This is an optimization exercise on Yosys and OpenROAD, whose aim is small area, not a production implementation.
In this exercise RTL edits were held to simulation tests only and were not proved equivalent to the original.
Power and IR drop assume default switching activity.

## job 2489
==> flow/design.v <==
`timescale 1ns / 1ps
module BridgeTop(Hclk, Hresetn, Hwrite, Hreadyin, Hreadyout, Hwdata, Haddr, Htrans,
                Prdata, Penable, Pwrite, Pselx, Paddr, Pwdata, Hresp, Hrdata);
input Hclk, Hresetn, Hwrite, Hreadyin;
input [1:0] Htrans;
input [31:0] Hwdata, Haddr, Prdata;
output reg Penable, Pwrite, Hreadyout;
output [1:0] Hresp;
output reg [2:0] Pselx;
output reg [31:0] Paddr, Pwdata;
output [31:0] Hrdata;
assign Hrdata = Prdata;
assign Hresp = 2'b00;
localparam [2:0] S_IDLE   = 3'b000,
                 S_WWAIT  = 3'b001,
                 S_READ   = 3'b010,
                 S_WRITE  = 3'b011,
                 S_WRITEP = 3'b100,
                 S_ENABLE = 3'b101,
                 S_WEPR   = 3'b110,
                 S_WEPW   = 3'b111;
wire in_win = Haddr[31] & ~Haddr[30] & ~Haddr[29] & ~Haddr[28] & ~(Haddr[27] & Haddr[26]);
wire valid  = Hreadyin & Htrans[1] & in_win;
wire [2:0] selx = in_win ? {Haddr[27], Haddr[26], ~(Haddr[27] | Haddr[26])} : 3'b000;
reg [2:0] state, state_n;
reg [31:0] a_q, d_q;
always @(*) begin
    case (state)
        S_WWAIT, S_WEPW: state_n = valid ? S_WRITEP : S_WRITE;
        S_READ:          state_n = S_ENABLE;
        S_WRITE:         state_n = ~valid ? S_ENABLE : (Hwrite ? S_WEPW : S_WEPR);
        S_WRITEP:        state_n = Hwrite ? S_WEPW : S_WEPR;
        S_WEPR:          state_n = S_READ;
        default:         state_n = ~valid ? S_IDLE : (Hwrite ? S_WWAIT : S_READ);
    endcase
end
wire st_rd  = (state == S_READ);
wire st_wr  = (state == S_WRITE) | (state == S_WRITEP);
wire st_en  = (state == S_ENABLE) | (state == S_WEPR) | (state == S_WEPW);
wire st_sel = ~((state == S_IDLE) | (state == S_WWAIT));
wire hold   = (state == S_WEPW) & valid;
wire ld_a  = st_rd | st_wr;
wire ld_d  = st_wr;
wire a_new = Hresetn & ~hold;
wire a_old = Hresetn & hold;
wire p_new = Hresetn & ld_a;
wire p_old = Hresetn & ~ld_a;
wire w_new = Hresetn & ld_d;
wire w_old = Hresetn & ~ld_d;
always @(posedge Hclk) begin
    a_q    <= ({32{a_new}} & Haddr)  | ({32{a_old}} & a_q);
    d_q    <= ({32{a_new}} & Hwdata) | ({32{a_old}} & d_q);
    Paddr  <= ({32{p_new}} & a_q)    | ({32{p_old}} & Paddr);
    Pwdata <= ({32{w_new}} & d_q)    | ({32{w_old}} & Pwdata);
end
always @(posedge Hclk) begin
    if (~Hresetn) begin
        state      <= S_IDLE;
        Pwrite     <= 1'b0;
        Pselx      <= 3'b000;
        Penable    <= 1'b0;
        Hreadyout  <= 1'b0;
    end else begin
        state      <= state_n;
        if (ld_a)
            Pwrite <= st_wr;
        Pselx      <= st_sel ? selx : 3'b000;
        Penable    <= st_en;
        Hreadyout  <= ~ld_a;
    end
end
endmodule
export LEC_CHECK = 0
export CAP_MARGIN = 20
export CORE_MARGIN = 2
export CORE_UTILIZATION = 40
export SLEW_MARGIN = 20
export BUFFER_PORTS_ARGS = -buffer_cell sky130_fd_sc_hd__buf_1
export POST_FLOORPLAN_TCL = /design/flow/flow/downsize.tcl
export CTS_ARGS = -sink_clustering_enable -repair_clock_nets -dont_use_dummy_load -buf_list sky130_fd_sc_hd__clkbuf_4 -root_buf sky130_fd_sc_hd__clkbuf_8
create_clock -name core_clock -period 3.0 [get_ports {Hclk}]
standard.sh (not shown) runs the stock make flow with config.mk's settings and CLKGATE_MAP_FILE= SYNTH_SCRIPT=/design/flow/synth_recipe.tcl, a recipe that flattens the netlist after the stock synthesis.
==> flow/flow/run.sh <==
#!/bin/bash
# Own flow: the standard ORFS layout (standard.sh) with extra settings
# appended to config.mk from flow/extra.mk:
#  - port buffers from sky130_fd_sc_hd__buf_1 (every port still gets one),
#  - combinational cells from synthesis set to their smallest drive before
#    placement (repair_design and repair_timing upsize where needed),
#  - clock tree options.
# Each tool's full output is in standard_flow.log and the ORFS logs under orfs/logs.
set -euo pipefail
FLOWDIR=$(cd "$(dirname "${BASH_SOURCE[0]}")" && pwd)
sed "s#@FLOWDIR@#$FLOWDIR#g" "$FLOWDIR/extra.mk" >> config.mk
bash standard.sh > standard_flow.log 2>&1
==> flow/flow/downsize.tcl <==
# Remove the buffers synthesis inserted, then size every combinational cell from synthesis by the fanout it drives:
# the smallest drive of its family for up to 8 loads, else the drive given
# by the table below, so that wide select nets are driven by one strong gate
# instead of a small gate plus buffers. Flip-flops keep their cell.
remove_buffers
set block [ord::get_db_block]
set db [ord::get_db]
set n 0
foreach inst [$block getInsts] {
  set m [[$inst getMaster] getName]
  if {![regexp {^(sky130_fd_sc_hd__[a-z0-9]+)_([0-9]+)$} $m -> base drive]} { continue }
  if {[regexp {__(df|edf|sdf|sedf|dl|conb|tap|fill|decap|diode|clk)} $m]} { continue }
  set fo 0
  foreach it [$inst getITerms] {
    if {[$it isOutputSignal]} {
      set net [$it getNet]
      if {$net ne "NULL"} { set fo [expr {[llength [$net getITerms]] + [llength [$net getBTerms]] - 1}] }
    }
  }
  if {$fo > 24} { set want {4 2 1 0} } elseif {$fo > 8} { set want {2 1 0} } else { set want {} }
  set best ""
  foreach d $want {
    set cm [$db findMaster "${base}_$d"]
    if {$cm ne "NULL" && $cm ne ""} { set best "${base}_$d"; break }
  }
  if {$best eq ""} {
    set best $m
    set best_area [[$inst getMaster] getArea]
    foreach d {0 1 2} {
      set cand "${base}_$d"
      set cm [$db findMaster $cand]
      if {$cm eq "NULL" || $cm eq ""} { continue }
      if {[$cm getArea] < $best_area} { set best $cand; set best_area [$cm getArea] }
    }
  }
  if {$best ne $m} {
    replace_cell [$inst getName] $best
    incr n
  }
}
puts "downsize.tcl: resized $n cells"
==> flow/flow/extra.mk <==
export BUFFER_PORTS_ARGS = -buffer_cell sky130_fd_sc_hd__buf_1
export POST_FLOORPLAN_TCL = @FLOWDIR@/downsize.tcl
export CTS_ARGS = -sink_clustering_enable -repair_clock_nets -dont_use_dummy_load -buf_list sky130_fd_sc_hd__clkbuf_4 -root_buf sky130_fd_sc_hd__clkbuf_8
Having completed the whole flow, job 2489 delivered a layout that passed the timing, design-rule and antenna checks.
What job 5852 does differently from job 2489 at the input level:
Settings: setting GPL_TIMING_DRIVEN to 0 for the first time.
Stage delay of the slowest cell on the critical path in job 5852 vs job 2489: up 0.18 ns
Compared with job 2489, job 5852 shows worst hold slack after final layout higher by 0.0048 ns.
Compared with job 2489, job 5852 shows final critical path time including I/O delays and setup higher by 0.50 ns.
#### Input delta (job 2035 over job 5852)
Settings: a change of CORE_UTILIZATION from 40 to 65; a deleted GPL_TIMING_DRIVEN that had been 0; an added PLACE_DENSITY of 0.8.
==> flow/flow/downsize.tcl <==
# Set every combinational cell to the smallest drive strength of its family.
# Flip-flops keep the cell synthesis gave them.
set block [ord::get_db_block]
set db [ord::get_db]
set n 0
foreach inst [$block getInsts] {
  set m [[$inst getMaster] getName]
  if {![regexp {^(sky130_fd_sc_hd__[a-z0-9]+)_([0-9]+)$} $m -> base drive]} { continue }
  if {[regexp {__(df|edf|sdf|sedf|dl|conb|tap|fill|decap|diode|clk)} $m]} { continue }
  set best $m
  set best_area [[$inst getMaster] getArea]
  foreach d {0 1 2} {
    set cand "${base}_$d"
    if {$cand eq $m} { continue }
    set cm [$db findMaster $cand]
    if {$cm eq "NULL" || $cm eq ""} { continue }
    if {[$cm getArea] < $best_area} {
      set best $cand
      set best_area [$cm getArea]
    }
  }
  if {$best ne $m} {
    replace_cell [$inst getName] $best
    incr n
  }
}
puts "downsize.tcl: resized $n cells"
==> comparison <==
Job 2035 | stages: all done | timing, DRC, antenna: all pass. Lower switching part of the total goes to job 2035 over job 5852. Diff job 5852 -> job 2035 | overall power of the completed layout | down slightly. Of job 2035 and job 5852, job 5852 shows the lower ratio of cells with drive above 1 in the final layout, with job 2035 above it.
For job 2682, these inputs were changed with respect to job 2035:
Settings: swapping 65 for 40 in CORE_UTILIZATION; clearing PLACE_DENSITY, which used to be 0.8.
Notes after the runs:
Side by side, detailed-routed wire length on met3 turned out higher in job 2682 than in job 2035.
Critical path's slowest cell = o31a_2: job 2035; critical path's slowest cell = nor4b_1: job 2682
Delta (job 2682 minus job 2035): average wire per standard cell closely matched the old numbers; clock power share moved up.
In the tables for job 2682 and job 2035, met1 capacity usage during global routing reads lower with job 2682.

## separate check: timing with driven ports
In the flow no input, the clock included, has a driving cell. The finished layouts below were timed again as built, in two steps.
Step 1: set_driving_cell puts a clkbuf_16 on Hclk and a buf_2 on each other input, an assumption about the parent block.
Step 2 also shifts input and output timing later by t, the mid clock arrival at the registers, as if the neighbouring blocks saw the same clock.
Slacks: ideal ports / drivers / drivers and shift; pairs: ideal ports / drivers.
run	shift t [ns]	slack for setup (ns)	worst setup path after step 2	pins driven straight from the clock port
job 2489	0.426	0.900 / 0.911 / 0.485	input to register	1
job 5852	0.426	0.403 / 0.415 / -0.011	input to register	1
job 2035	0.406	0.619 / 0.621 / 0.215	input to register	1
job 2682	0.428	0.858 / 0.864 / 0.436	input to register	1
Met with ideal ports but missed after step 2: setup timing in job 5852. The setup slack of job 2682, which loses most, moves by +0.006 ns with the drivers and by -0.422 ns with both steps.
